This design comes from an exercise in tuning for small area, a short achievable clock period and few clock cycles on the open sky130 flow, not from production work.
Function was checked by simulation only, so behaviour that the tests miss may differ from the original.

== pepper ==
// mult
module mult(input clock, reset, nuke,
            input [63:0] mcand, mplier,
            input start,
            output [63:0] product,
            output done);
Size in the first run: roughly 5,500 cells after synthesis, roughly 420 flip-flops.
Settings: LEC_CHECK=0, ABC_AREA=1, CAP_MARGIN=20, CORE_MARGIN=2, CORE_UTILIZATION=60, SETUP_SLACK_MARGIN=3.0, SLEW_MARGIN=20, SYNTH_HIERARCHICAL=1, BUFFER_PORTS_ARGS=-buffer_cell sky130_fd_sc_hd__buf_2; clock period 7.0 ns.
standard.sh (not shown) runs the stock make flow with config.mk's settings and CLKGATE_MAP_FILE= SYNTH_SCRIPT=/design/flow/synth_recipe.tcl, a recipe that flattens the netlist after the stock synthesis.
==> flow/flow/run.sh <==
#!/bin/bash
set -e
for cfg in config.mk "$FLOW_CONFIG"; do
  [ -n "$cfg" ] && [ -f "$cfg" ] || continue
  grep -q '^export BUFFER_PORTS_ARGS' "$cfg" && continue
  echo 'export BUFFER_PORTS_ARGS = -buffer_cell sky130_fd_sc_hd__buf_2' >> "$cfg"
done
bash standard.sh > standard.log 2>&1
pepper finished end to end and its layout was clean on timing, DRC and antenna.
Testbench counts of pepper, summed over its fixed seeds: cycles 3,376.
Edits applied to the flow inputs when going from pepper to juniper:
==> flow/run.sh (new file) <==
#!/bin/bash
# synth_recipe.tcl (not shown) runs the flow's synth.tcl, then flattens the netlist and writes it again
# the make line also repeats each setting of config.mk as NAME=value (left out here)
make -C /OpenROAD-flow-scripts/flow DESIGN_CONFIG=/design/flow/config.mk WORK_HOME=/design/flow/orfs CLKGATE_MAP_FILE= SYNTH_SCRIPT=/design/flow/synth_recipe.tcl finish
diff --git a/flow/config.mk b/flow/config.mk
--- a/flow/config.mk
+++ b/flow/config.mk
@@ -11 +11 @@
-export CORE_UTILIZATION = 60
+export CORE_UTILIZATION = 55
@@ -15 +14,0 @@
-export BUFFER_PORTS_ARGS = -buffer_cell sky130_fd_sc_hd__buf_2
removed: flow/flow/run.sh
removed: flow/standard.sh
--- outcome ---
pepper and juniper ended up with nearly the same number of violations of the max-capacitance limit. [juniper] post-placement setup slack fell 190 ps relative to pepper. The via count reported for juniper is greater than that of pepper by 1,428. Utilization after layout is higher on pepper.
#### Input delta (xenon over juniper)
diff --git a/flow/config.mk b/flow/config.mk
--- a/flow/config.mk
+++ b/flow/config.mk
@@ -11 +11 @@
-export CORE_UTILIZATION = 55
+export CORE_UTILIZATION = 45
### Flow results
In xenon relative to juniper, wire length on met1 had gone up by a few percent. Clock slew at the register clock pins of the worst setup and hold paths: xenon vs juniper — no meaningful difference. Going from juniper to xenon, number of logic stages on the critical path including buffering shrinks by 2.
The inputs of yarrow differ from those of xenon as listed below.
==> flow/flow/run.sh (new file) <==
#!/bin/bash
set -e
for cfg in config.mk "$FLOW_CONFIG"; do
  [ -n "$cfg" ] && [ -f "$cfg" ] || continue
  grep -q '^export BUFFER_PORTS_ARGS' "$cfg" && continue
  echo 'export BUFFER_PORTS_ARGS = -buffer_cell sky130_fd_sc_hd__buf_2' >> "$cfg"
done
bash standard.sh > standard.log 2>&1
==> flow/standard.sh (new file) <==
#!/bin/bash
# synth_recipe.tcl (not shown) runs the flow's synth.tcl, then flattens the netlist and writes it again
# the make line also repeats each setting of config.mk as NAME=value (left out here)
make -C /OpenROAD-flow-scripts/flow DESIGN_CONFIG=/design/flow/config.mk WORK_HOME=/design/flow/orfs CLKGATE_MAP_FILE= SYNTH_SCRIPT=/design/flow/synth_recipe.tcl "${@:-finish}"
diff --git a/flow/config.mk b/flow/config.mk
--- a/flow/config.mk
+++ b/flow/config.mk
@@ -11 +11 @@
-export CORE_UTILIZATION = 45
+export CORE_UTILIZATION = 55
@@ -14,0 +15 @@
+export BUFFER_PORTS_ARGS = -buffer_cell sky130_fd_sc_hd__buf_2
removed: flow/run.sh
Findings:
- Synthesis-to-finish area growth (lower): yarrow
- Between yarrow and xenon, it is yarrow whose clock tree buffer count of the final layout is higher, by 3.
Relative to yarrow, the following input files were edited for harbor:
==> flow/run.sh (new file) <==
#!/bin/bash
# synth_recipe.tcl (not shown) runs the flow's synth.tcl, then flattens the netlist and writes it again
# the make line also repeats each setting of config.mk as NAME=value (left out here)
make -C /OpenROAD-flow-scripts/flow DESIGN_CONFIG=/design/flow/config.mk WORK_HOME=/design/flow/orfs CLKGATE_MAP_FILE= SYNTH_SCRIPT=/design/flow/synth_recipe.tcl finish
diff --git a/flow/config.mk b/flow/config.mk
--- a/flow/config.mk
+++ b/flow/config.mk
@@ -12 +12 @@
-export SETUP_SLACK_MARGIN = 3.0
+export SETUP_SLACK_MARGIN = 2.0
@@ -15 +14,0 @@
-export BUFFER_PORTS_ARGS = -buffer_cell sky130_fd_sc_hd__buf_2
removed: flow/flow/run.sh
removed: flow/standard.sh
==> notes.md <==
yarrow has lower routed length on met3 than harbor. Going from yarrow to harbor, maximum number of pins on one net before global-route repair closely matched the old numbers, clock period minus final worst setup slack increased by 900 ps relative to the old numbers, critical path depth decreased by 4 relative to the old numbers, proportion of cell area occupied by registers increased by 0.26 points relative to the old numbers.
Inputs modified between harbor and willow:
==> flow/flow/run.sh (new file) <==
#!/bin/bash
set -e
for cfg in config.mk "$FLOW_CONFIG"; do
  [ -n "$cfg" ] && [ -f "$cfg" ] || continue
  grep -q '^export BUFFER_PORTS_ARGS' "$cfg" && continue
  echo 'export BUFFER_PORTS_ARGS = -buffer_cell sky130_fd_sc_hd__buf_2' >> "$cfg"
done
bash standard.sh > standard.log 2>&1
==> flow/standard.sh (new file) <==
#!/bin/bash
# synth_recipe.tcl (not shown) runs the flow's synth.tcl, then flattens the netlist and writes it again
# the make line also repeats each setting of config.mk as NAME=value (left out here)
make -C /OpenROAD-flow-scripts/flow DESIGN_CONFIG=/design/flow/config.mk WORK_HOME=/design/flow/orfs CLKGATE_MAP_FILE= SYNTH_SCRIPT=/design/flow/synth_recipe.tcl "${@:-finish}"
diff --git a/flow/config.mk b/flow/config.mk
--- a/flow/config.mk
+++ b/flow/config.mk
@@ -12 +12,2 @@
-export SETUP_SLACK_MARGIN = 2.0
+export CTS_BUF_LIST = sky130_fd_sc_hd__clkbuf_4 sky130_fd_sc_hd__clkbuf_8
+export SETUP_SLACK_MARGIN = 3.0
@@ -14,0 +16 @@
+export BUFFER_PORTS_ARGS = -buffer_cell sky130_fd_sc_hd__buf_2
removed: flow/run.sh
- willow -> harbor: die area flat
- From harbor to willow the numbers moved as follows: global-route usage down 0.29 points; first-pass GRT wire length down about 0.35%; non-clock buffer instance count of the final layout up about 16%; total number of vias up about 0.8%.
- The register-to-register slack number comes out lower for harbor vs willow.
- On design area, harbor beats willow.
- willow: done, clean on timing, DRC and antenna
- In willow, the final worst-path cycle share came out 13 points below the value in harbor.

========
mult, a different RTL version from the one above (not shown whole).
Size: about 420 flip-flops, ~200 I/O pins, about 0.053 sq mm of cells after synthesis.
export LEC_CHECK = 0
export ABC_AREA = 1
export CAP_MARGIN = 20
export CORE_MARGIN = 2
export CORE_UTILIZATION = 55
export PLACE_DENSITY = 0.68
export SETUP_SLACK_MARGIN = 3.0
export SLEW_MARGIN = 20
export SYNTH_HIERARCHICAL = 1
export BUFFER_PORTS_ARGS = -buffer_cell sky130_fd_sc_hd__buf_2
create_clock -name core_clock -period 7.0 [get_ports {clock}]
==> flow/flow/run.sh <==
#!/bin/bash
set -e
for cfg in config.mk "$FLOW_CONFIG"; do
  [ -n "$cfg" ] && [ -f "$cfg" ] || continue
  grep -q '^export BUFFER_PORTS_ARGS' "$cfg" && continue
  echo 'export BUFFER_PORTS_ARGS = -buffer_cell sky130_fd_sc_hd__buf_2' >> "$cfg"
done
bash standard.sh > standard.log 2>&1
The first run finished clean.
Testbench counts at the start, summed over its fixed seeds: cycles 3,376.
Rerun with:
--- a/flow/config.mk
+++ b/flow/config.mk
@@ -10,5 +10,4 @@
 export CORE_MARGIN = 2
 export CORE_UTILIZATION = 55
-export PLACE_DENSITY = 0.68
 export SETUP_SLACK_MARGIN = 3.0
 export SLEW_MARGIN = 20
After rerunning:
- cell area barely changes
- clock-buffer cell count came out lower by 4
- die area does not change
- first-iteration DRC count drops by about a fifth
- setup slack improved by 0.017 ns
- routed wire length fell slightly
- fmax rose slightly
- sequential share of layout area stays flat

========
## east
mult again, from the RTL that the note above started with.
clock: 7.0 ns
lec_check: 0
abc_area: 1
cap_margin: 20
core_margin: 2
core_utilization: 55
setup_slack_margin: 3.0
slew_margin: 75
synth_hierarchical: 1
buffer_ports_args: -buffer_cell sky130_fd_sc_hd__buf_2
Scripts as last shown in full above: flow/flow/run.sh
Testbench counts of east, summed over its fixed seeds: cycles 3,376.
Edits applied to the flow inputs when going from east to west:
- swapping 75 for 20 in SLEW_MARGIN
- putting GPL_ROUTABILITY_DRIVEN at 0 where nothing was set
--- outcome ---
west ended with more global-route usage than east.
Re count of plain and timing-repair buffers: west is 18% down on east.
Going from east to west, routed via count grew by a few percent.
Summary of the comparison: met2 usage is lower in west, relative to east.

========
## oak
mult with an RTL version that a note above also has.
For scale: ~420 flip-flops, about 53000 um2 of cells after synthesis.
// mult
module mult(input clock, reset, nuke,
            input [63:0] mcand, mplier,
            input start,
            output [63:0] product,
            output done);
make LEC_CHECK=0 ABC_AREA=1 CAP_MARGIN=20 CORE_MARGIN=2 CORE_UTILIZATION=55 SETUP_SLACK_MARGIN=2.5 SLEW_MARGIN=20 SYNTH_HIERARCHICAL=1 finish   # period 7.0 ns
run.sh (not shown) runs the stock make flow with config.mk's settings and CLKGATE_MAP_FILE= SYNTH_SCRIPT=/design/flow/synth_recipe.tcl, a recipe that flattens the netlist after the stock synthesis.
Stock flow here: none of the scripts above is used.
Testbench counts of oak, summed over its fixed seeds: cycles 3,376.
## Diff of input files: pine against oak
Settings: SETUP_SLACK_MARGIN changed from 2.5 to 3.5.
--- outcome ---
pine | ERROR | global routing (5_1_grt)
Number of instances in the synthesized netlist came out exactly the same in pine and oak.
As far as proportion of synthesized flip-flops having asynchronous set or reset goes, oak and pine are indistinguishable; the numbers are identical.
Re synthesized area: no difference whatsoever between oak and pine.

## what the ideal ports hide
The results above use ideal ports. As a check the final layouts listed here were re-extracted and re-timed, cells and wires unchanged.
Step 1 sets driving cells, clkbuf_16 on the clock port and buf_2 on the other inputs (assumed; they add their load-dependent delay and slew).
Step 2 adds t to the input delays and takes it off the output delays; t is the mean of the earliest and latest rising clock arrival at the registers after step 1. Input paths then give back, and output paths get back, about the clock's delay inside the block.
a / b / c = ideal ports / drivers / drivers and shift; a / b = the first two.
| run | t, ns | slack for setup (ns) | hold WS [ns] | worst setup path after step 2 |
|---|---|---|---|---|
| pepper | 0.722 | 2.787 / 2.787 / 2.204 | 0.451 / 0.451 / 0.451 | input to register |
| juniper | 0.778 | 2.771 / 2.771 / 2.092 | 0.440 / 0.440 / 0.440 | input to register |
| xenon | 0.794 | 2.732 / 2.732 / 2.111 | 0.459 / 0.459 / 0.459 | input to register |
| yarrow | 0.756 | 2.814 / 2.814 / 2.186 | 0.458 / 0.458 / 0.458 | input to register |
| harbor | 0.760 | 1.909 / 1.846 / 1.086 | 0.442 / 0.442 / 0.442 | input to register |
| willow | 0.824 | 2.803 / 2.803 / 2.138 | 0.456 / 0.456 / 0.456 | input to register |
| the first run of note 2 | 0.738 | 2.853 / 2.853 / 2.231 | 0.453 / 0.453 / 0.453 | input to register |
| the second run of note 2 | 0.748 | 2.870 / 2.870 / 2.191 | 0.446 / 0.446 / 0.446 | input to register |
| east | 0.746 | 2.871 / 2.871 / 2.210 | 0.457 / 0.457 / 0.457 | input to register |
| west | 0.728 | 2.865 / 2.865 / 2.225 | 0.433 / 0.433 / 0.433 | input to register |
| oak | 0.766 | 2.473 / 2.463 / 1.696 | 0.441 / 0.441 / 0.441 | input to register |
After both steps setup and hold are still met in every run listed. For harbor, which loses most, drivers alone change the setup slack by -0.063 ns; drivers and shift together by -0.823 ns.
